This design comes from an exercise in tuning for small area, a short achievable clock period and few clock cycles on the open sky130 flow, not from production work.
Power figures rest on the tool's default switching activity, not on a simulated workload.

==> v7: inputs <==
==> flow/design.v (excerpt) <==
module engine (
   input                      clk,
   input                      rst,
   output                     done,
   input    [63:0]            num_rows_in,
   input    [63:0]            row_start_in,
   input    [63:0]            row_skip_in,
   input    [63:0]            rows_size_in,            
   input    [63:0]            hash_mask_in,
   input                      row_rq_stall_in,
   output                     row_rq_vld_out,
   output   [47:0]            row_rq_vadr_out,
   output                     row_rs_stall_out,
   input                      row_rs_vld_in,
   input    [63:0]            row_rs_data_in,
   input                      ht_rq_afull_in,
   output                     ht_rq_vld_out,
   output   [47:0]            ht_rq_address_out,
   output                     ht_rs_afull_out,
   input                      ht_rs_write_en_in,
   input    [63:0]            ht_rs_data_in,
   input                      ll_rq_0_afull_in,
   output                     ll_rq_0_vld_out,
   output   [47:0]            ll_rq_0_address_out,
   output                     ll_rs_0_afull_out,
   input                      ll_rs_0_write_en_in,
   input    [63:0]            ll_rs_0_data_in,
  ...
export LEC_CHECK = 0
export CAP_MARGIN = 20
export CORE_MARGIN = 2
export CORE_UTILIZATION = 40
export SLEW_MARGIN = 20
create_clock -name core_clock -period 11.0 [get_ports {clk}]
run.sh (not shown) runs the stock make flow with config.mk's settings and CLKGATE_MAP_FILE= SYNTH_SCRIPT=/design/flow/synth_recipe.tcl, a recipe that flattens the netlist after the stock synthesis.
==> inputs of v21, as changes to v7 <==
--- a/flow/design.v
+++ b/flow/design.v
@@ -42,44 +42,61 @@
    localparam  HTD      = 8;            
    localparam  HW       = 3;            
    localparam  ROW_CAP  = 8;            
    reg                        run_s;
    reg   [5:0]                icnt_s;
    reg   [47:0]               badr_s;      
    reg   [47:0]               bstep_s;     
    reg   [63:0]               idx_s;
+   reg   [63:0]               skip_s;      
    reg                        left_vld_s;
    reg                        left_s;
    reg   [3:0]                row_out_s;
-   wire                       size_bit_s = rows_size_in[6'd47 - icnt_s];
+   reg                        sbit_s;      
+   reg   [5:0]                lz_s;        
+   integer                    j;
+   always @*
+   begin
+      lz_s = 6'd48;
+      for (j = 0; j < 48; j = j + 1)
+         if (rows_size_in[j]) lz_s = 6'd47 - j;
+   end
    wire                       row_issue_s;
+   wire                       init_step_s = !run_s && (icnt_s != 6'd48);
+   wire  [5:0]                nbit_s      = 6'd46 - icnt_s;
+   wire  [47:0]               badd_a_s = run_s ? badr_s  : {badr_s[46:0], 1'b0};
+   wire  [47:0]               badd_b_s = run_s ? bstep_s : (sbit_s ? idx_s[47:0] : 48'd0);
    always @(posedge clk)
    begin
       if (rst == 1'd1) begin
          run_s    <= 1'd0;
-         icnt_s   <= 6'd0;
+         icnt_s   <= lz_s;
+         sbit_s   <= (rows_size_in[47:0] != 48'd0);
          badr_s   <= 48'd0;
          bstep_s  <= 48'd0;
-      end else if (!run_s) begin
-         badr_s   <= {badr_s[46:0], 1'b0}  + (size_bit_s ? row_start_in[47:0] : 48'd0);
-         bstep_s  <= {bstep_s[46:0], 1'b0} + (size_bit_s ? row_skip_in[47:0]  : 48'd0);
-         icnt_s   <= icnt_s + 6'd1;
-         if (icnt_s == 6'd47)
+      end else begin
+         if (!run_s && icnt_s == 6'd48)
             run_s <= 1'd1;
-      end else if (row_issue_s) begin
-         badr_s   <= badr_s + bstep_s;
+         if (init_step_s) begin
+            bstep_s  <= {bstep_s[46:0], 1'b0} + (sbit_s ? skip_s[47:0] : 48'd0);
+            icnt_s   <= icnt_s + 6'd1;
+            sbit_s   <= (icnt_s != 6'd47) && rows_size_in[nbit_s];
+         end
+         if (init_step_s || row_issue_s)
+            badr_s   <= badd_a_s + badd_b_s;
       end
    end
    always @(posedge clk)
    begin
       if (rst == 1'd1)
          idx_s <= row_start_in;
       else if (row_issue_s)
-         idx_s <= idx_s + row_skip_in;
+         idx_s <= idx_s + skip_s;
+      skip_s <= row_skip_in;
       left_s <= (idx_s < num_rows_in);
       if (rst == 1'd1)
          left_vld_s <= 1'd0;
       else
          left_vld_s <= !row_issue_s;
    end
    assign row_issue_s      = run_s && left_vld_s && left_s && (row_out_s != ROW_CAP) &&
                              !row_rq_stall_in;
@@ -167,41 +184,47 @@
       end
    end
    wire  [TW-1:0]             ht_tag_s = htf_s[htf_rd_s];
    wire                       ht_nil_s = (ht_rs_data_in == 64'hFFFF_FFFF_FFFF_FFFF);
    reg                        q_vld_s;
    reg   [47:0]               q_ptr_s;
    reg   [TW-1:0]             q_tag_s;
    assign ht_rs_afull_out = q_vld_s;
-   reg                        p0_s;
-   reg                        p1_s;
-   reg   [47:0]               rptr_s;
-   wire                       ll_iss_0_s = p0_s && !ll_rq_0_afull_in;
-   wire                       ll_iss_1_s = p1_s && !ll_rq_1_afull_in;
-   wire                       rq_free_s  = (!p0_s || !ll_rq_0_afull_in) &&
-                                           (!p1_s || !ll_rq_1_afull_in);
+   reg   [47:0]               rq_ptr_s [0:1];
+   reg                        rq_wr_s;
+   reg                        rq_rd0_s;
+   reg                        rq_rd1_s;
+   reg   [1:0]                rq_cnt0_s;
+   reg   [1:0]                rq_cnt1_s;
+   wire                       ll_iss_0_s = (rq_cnt0_s != 2'd0) && !ll_rq_0_afull_in;
+   wire                       ll_iss_1_s = (rq_cnt1_s != 2'd0) && !ll_rq_1_afull_in;
+   wire                       rq_free_s  = (rq_cnt0_s != 2'd2 || !ll_rq_0_afull_in) &&
+                                           (rq_cnt1_s != 2'd2 || !ll_rq_1_afull_in);
+   wire  [47:0]               rq_a0_s    = rq_ptr_s[rq_rd0_s];
+   wire  [47:0]               rq_a1_s    = rq_ptr_s[rq_rd1_s];
    assign ll_rq_0_vld_out     = ll_iss_0_s;
    assign ll_rq_1_vld_out     = ll_iss_1_s;
-   assign ll_rq_0_address_out = {rptr_s[46:0], 1'b0};
-   assign ll_rq_1_address_out = {rptr_s[46:0], 1'b1};
-   localparam  LD       = 2*K;
-   localparam  LW       = TW+1;
+   assign ll_rq_0_address_out = {rq_a0_s[46:0], 1'b0};
+   assign ll_rq_1_address_out = {rq_a1_s[46:0], 1'b1};
+   localparam  LW       = TW;         
+   localparam  LD       = 2**LW;
    reg   [TW-1:0]             llf_tag_s [0:LD-1];
    reg   [LD-1:0]             llf_half_s;     
    reg   [LD-1:0]             llf_nil_s;      
    reg   [LW-1:0]             llf_wr_s;
    reg   [LW-1:0]             llf_rd0_s;
    reg   [LW-1:0]             llf_rd1_s;
    reg   [LW:0]               llf_cnt0_s;
    reg   [LW:0]               llf_cnt1_s;
-   wire  [TW-1:0]             tag0_s   = llf_tag_s[llf_rd0_s];
-   wire  [TW-1:0]             tag1_s   = llf_tag_s[llf_rd1_s];
+   reg   [TW-1:0]             tag0_s;
+   reg   [TW-1:0]             tag1_s;
    wire  [63:0]               v0_s     = slot_v_s[tag0_s];
-   wire                       llf_room_s = (llf_cnt0_s != LD) && (llf_cnt1_s != LD);
+   wire                       llf_room0_s = (llf_cnt0_s != LD);
+   wire                       llf_room_s  = llf_room0_s && (llf_cnt1_s != LD);
    reg                        c0_vld_s;
    reg                        c0_match_s;
    reg   [31:0]               c0_dlo_s;
    reg                        c1_vld_s;
    reg                        c1_nil_s;
    reg   [47:0]               c1_ptr_s;
    wire                       m_in_s   = (ll_rs_0_data_in[63:32] == v0_s[63:32]);
    wire                       c0_av_s  = c0_vld_s || ll_rs_0_write_en_in;
@@ -210,52 +233,61 @@
    wire                       c1_av_s  = c1_vld_s || ll_rs_1_write_en_in;
    wire                       c1_n_s   = c1_vld_s ? c1_nil_s   : (ll_rs_1_data_in == 64'hFFFF_FFFF_FFFF_FFFF);
    wire  [47:0]               c1_p_s   = c1_vld_s ? c1_ptr_s   : ll_rs_1_data_in[47:0];
    reg                        r_vld_s;
    reg   [31:0]               r_key_s;
    reg   [31:0]               r_vlo_s;
    reg   [31:0]               r_dlo_s;
    wire                       res_free_s  = !r_vld_s || output_read_en_in;
-   wire                       proc0_s     = c0_av_s && (!c0_m_s || res_free_s);
-   wire                       proc1_s     = c1_av_s && (c1_n_s || (rq_free_s && llf_room_s));
+   wire                       proc0_s     = c0_av_s && res_free_s;
+   wire                       proc1_s     = c1_av_s && rq_free_s && llf_room0_s;
    wire                       recirc_s    = proc1_s && !c1_n_s;
    wire                       same_s      = (llf_rd0_s == llf_rd1_s);
    wire                       free0_s     = proc0_s && ((llf_half_s[llf_rd0_s] && llf_nil_s[llf_rd0_s]) ||
                                                         (same_s && proc1_s && c1_n_s));
    wire                       free1_s     = proc1_s && c1_n_s && llf_half_s[llf_rd1_s] && !(same_s && proc0_s);
    wire                       load_q_s    = q_vld_s && rq_free_s && llf_room_s && !recirc_s;
-   wire                       rq_load_s   = recirc_s || load_q_s;
+   wire                       rq_load_s   = recirc_s || load_q_s;     
+   wire                       rq_write_s  = proc1_s || load_q_s;      
+   wire  [TW-1:0]             wtag_s      = recirc_s ? tag1_s : q_tag_s;
+   wire  [LW-1:0]             rd0_nx_s    = rst ? {LW{1'b0}} : llf_rd0_s + {{(LW-1){1'b0}}, proc0_s};
+   wire  [LW-1:0]             rd1_nx_s    = rst ? {LW{1'b0}} : llf_rd1_s + {{(LW-1){1'b0}}, proc1_s};
    always @(posedge clk)
    begin
       if (rst == 1'd1) begin
          q_vld_s <= 1'd0;
       end else if (ht_rs_write_en_in && !ht_nil_s) begin
          q_vld_s <= 1'd1;
       end else if (load_q_s) begin
          q_vld_s <= 1'd0;
       end
       if (ht_rs_write_en_in) begin
          q_ptr_s <= ht_rs_data_in[47:0];
          q_tag_s <= ht_tag_s;
       end
       if (rst == 1'd1) begin
-         p0_s <= 1'd0;
-         p1_s <= 1'd0;
-      end else if (rq_load_s) begin
-         p0_s <= 1'd1;
-         p1_s <= 1'd1;
+         rq_wr_s   <= 1'd0;
+         rq_rd0_s  <= 1'd0;
+         rq_rd1_s  <= 1'd0;
+         rq_cnt0_s <= 2'd0;
+         rq_cnt1_s <= 2'd0;
       end else begin
-         p0_s <= p0_s && !ll_iss_0_s;
-         p1_s <= p1_s && !ll_iss_1_s;
-      end
-      if (rq_load_s)
-         rptr_s <= recirc_s ? c1_p_s : q_ptr_s;
-      if (rq_load_s)
-         llf_tag_s[llf_wr_s] <= recirc_s ? tag1_s : q_tag_s;
+         if (rq_load_s)  rq_wr_s  <= !rq_wr_s;
+         if (ll_iss_0_s) rq_rd0_s <= !rq_rd0_s;
+         if (ll_iss_1_s) rq_rd1_s <= !rq_rd1_s;
+         rq_cnt0_s <= rq_cnt0_s + {1'd0, rq_load_s} - {1'd0, ll_iss_0_s};
+         rq_cnt1_s <= rq_cnt1_s + {1'd0, rq_load_s} - {1'd0, ll_iss_1_s};
+      end
+      if (rq_write_s)
+         rq_ptr_s[rq_wr_s] <= recirc_s ? c1_p_s : q_ptr_s;
+      if (rq_write_s)
+         llf_tag_s[llf_wr_s] <= wtag_s;
+      tag0_s <= (rq_write_s && llf_wr_s == rd0_nx_s) ? wtag_s : llf_tag_s[rd0_nx_s];
+      tag1_s <= (rq_write_s && llf_wr_s == rd1_nx_s) ? wtag_s : llf_tag_s[rd1_nx_s];
       if (rst == 1'd1) begin
          llf_wr_s   <= {LW{1'b0}};
          llf_rd0_s  <= {LW{1'b0}};
          llf_rd1_s  <= {LW{1'b0}};
          llf_cnt0_s <= {(LW+1){1'b0}};
          llf_cnt1_s <= {(LW+1){1'b0}};
       end else begin
          if (rq_load_s)
@@ -284,21 +316,21 @@
          c0_dlo_s   <= ll_rs_0_data_in[31:0];
       end
       if (!c1_vld_s) begin
          c1_nil_s   <= (ll_rs_1_data_in == 64'hFFFF_FFFF_FFFF_FFFF);
          c1_ptr_s   <= ll_rs_1_data_in[47:0];
       end
       if (rst == 1'd1)
          r_vld_s <= 1'd0;
-      else if (proc0_s && c0_m_s)
-         r_vld_s <= 1'd1;
+      else if (proc0_s)
+         r_vld_s <= c0_m_s;
       else if (output_read_en_in)
          r_vld_s <= 1'd0;
-      if (proc0_s && c0_m_s) begin
+      if (proc0_s) begin
          r_key_s <= v0_s[63:32];
          r_vlo_s <= v0_s[31:0];
          r_dlo_s <= c0_d_s;
       end
       if (rst == 1'd1)
          busy_s <= {K{1'b0}};
       else
          busy_s <= (busy_s | ({{(K-1){1'b0}}, row_rs_vld_in} << alloc_s))
- ABC_AREA: not set -> 1
- CORE_UTILIZATION: 40 -> 50
- SETUP_SLACK_MARGIN: not set -> 5
- TNS_END_PERCENT: not set -> 100
==> comparison <==
Die area: v21 is smaller than v7 (about 23%).
In v7 the register-to-register slack is lower than in v21, by 3.0 ns.
Of v7 and v21, v7 has the higher synthesized area (gap 3.8%, measured against v21).
Between v21 and v7, the lower final area is in v21 (gap 3.7%, measured against v7).
In combinational power, v7 and v21 hardly differ.
No functional check of the RTL was part of any run of this note.

==> afterwards: timing with drivers on the ports <==
The results above use ideal ports. As a check the final layouts listed here were re-extracted and re-timed, cells and wires unchanged. Step 1 assumes that a clkbuf_16 drives the clock port and a buf_2 every other input. Step 2 times the ports against the registers' clock, not the clock port: input delays grow and output delays shrink by t, the midpoint of the rising clock arrivals with the driver on. Three values: ideal ports, drivers, drivers and shift; two values: the first two.
| run | t (ns) | setup slack, ns | worst register clock-pin slew, ns | cell pins on the clock port's net |
|---|---|---|---|---|
| v7 | 0.940 | 2.115 / 2.182 / 1.242 | 0.07 / 0.07 | 1 |
| v21 | 0.921 | 5.216 / 5.174 / 4.492 | 0.07 / 0.07 | 1 |
After both steps setup and hold are still met in every run listed. For v7, which loses most, drivers alone change the setup slack by +0.067 ns; drivers and shift together by -0.873 ns.
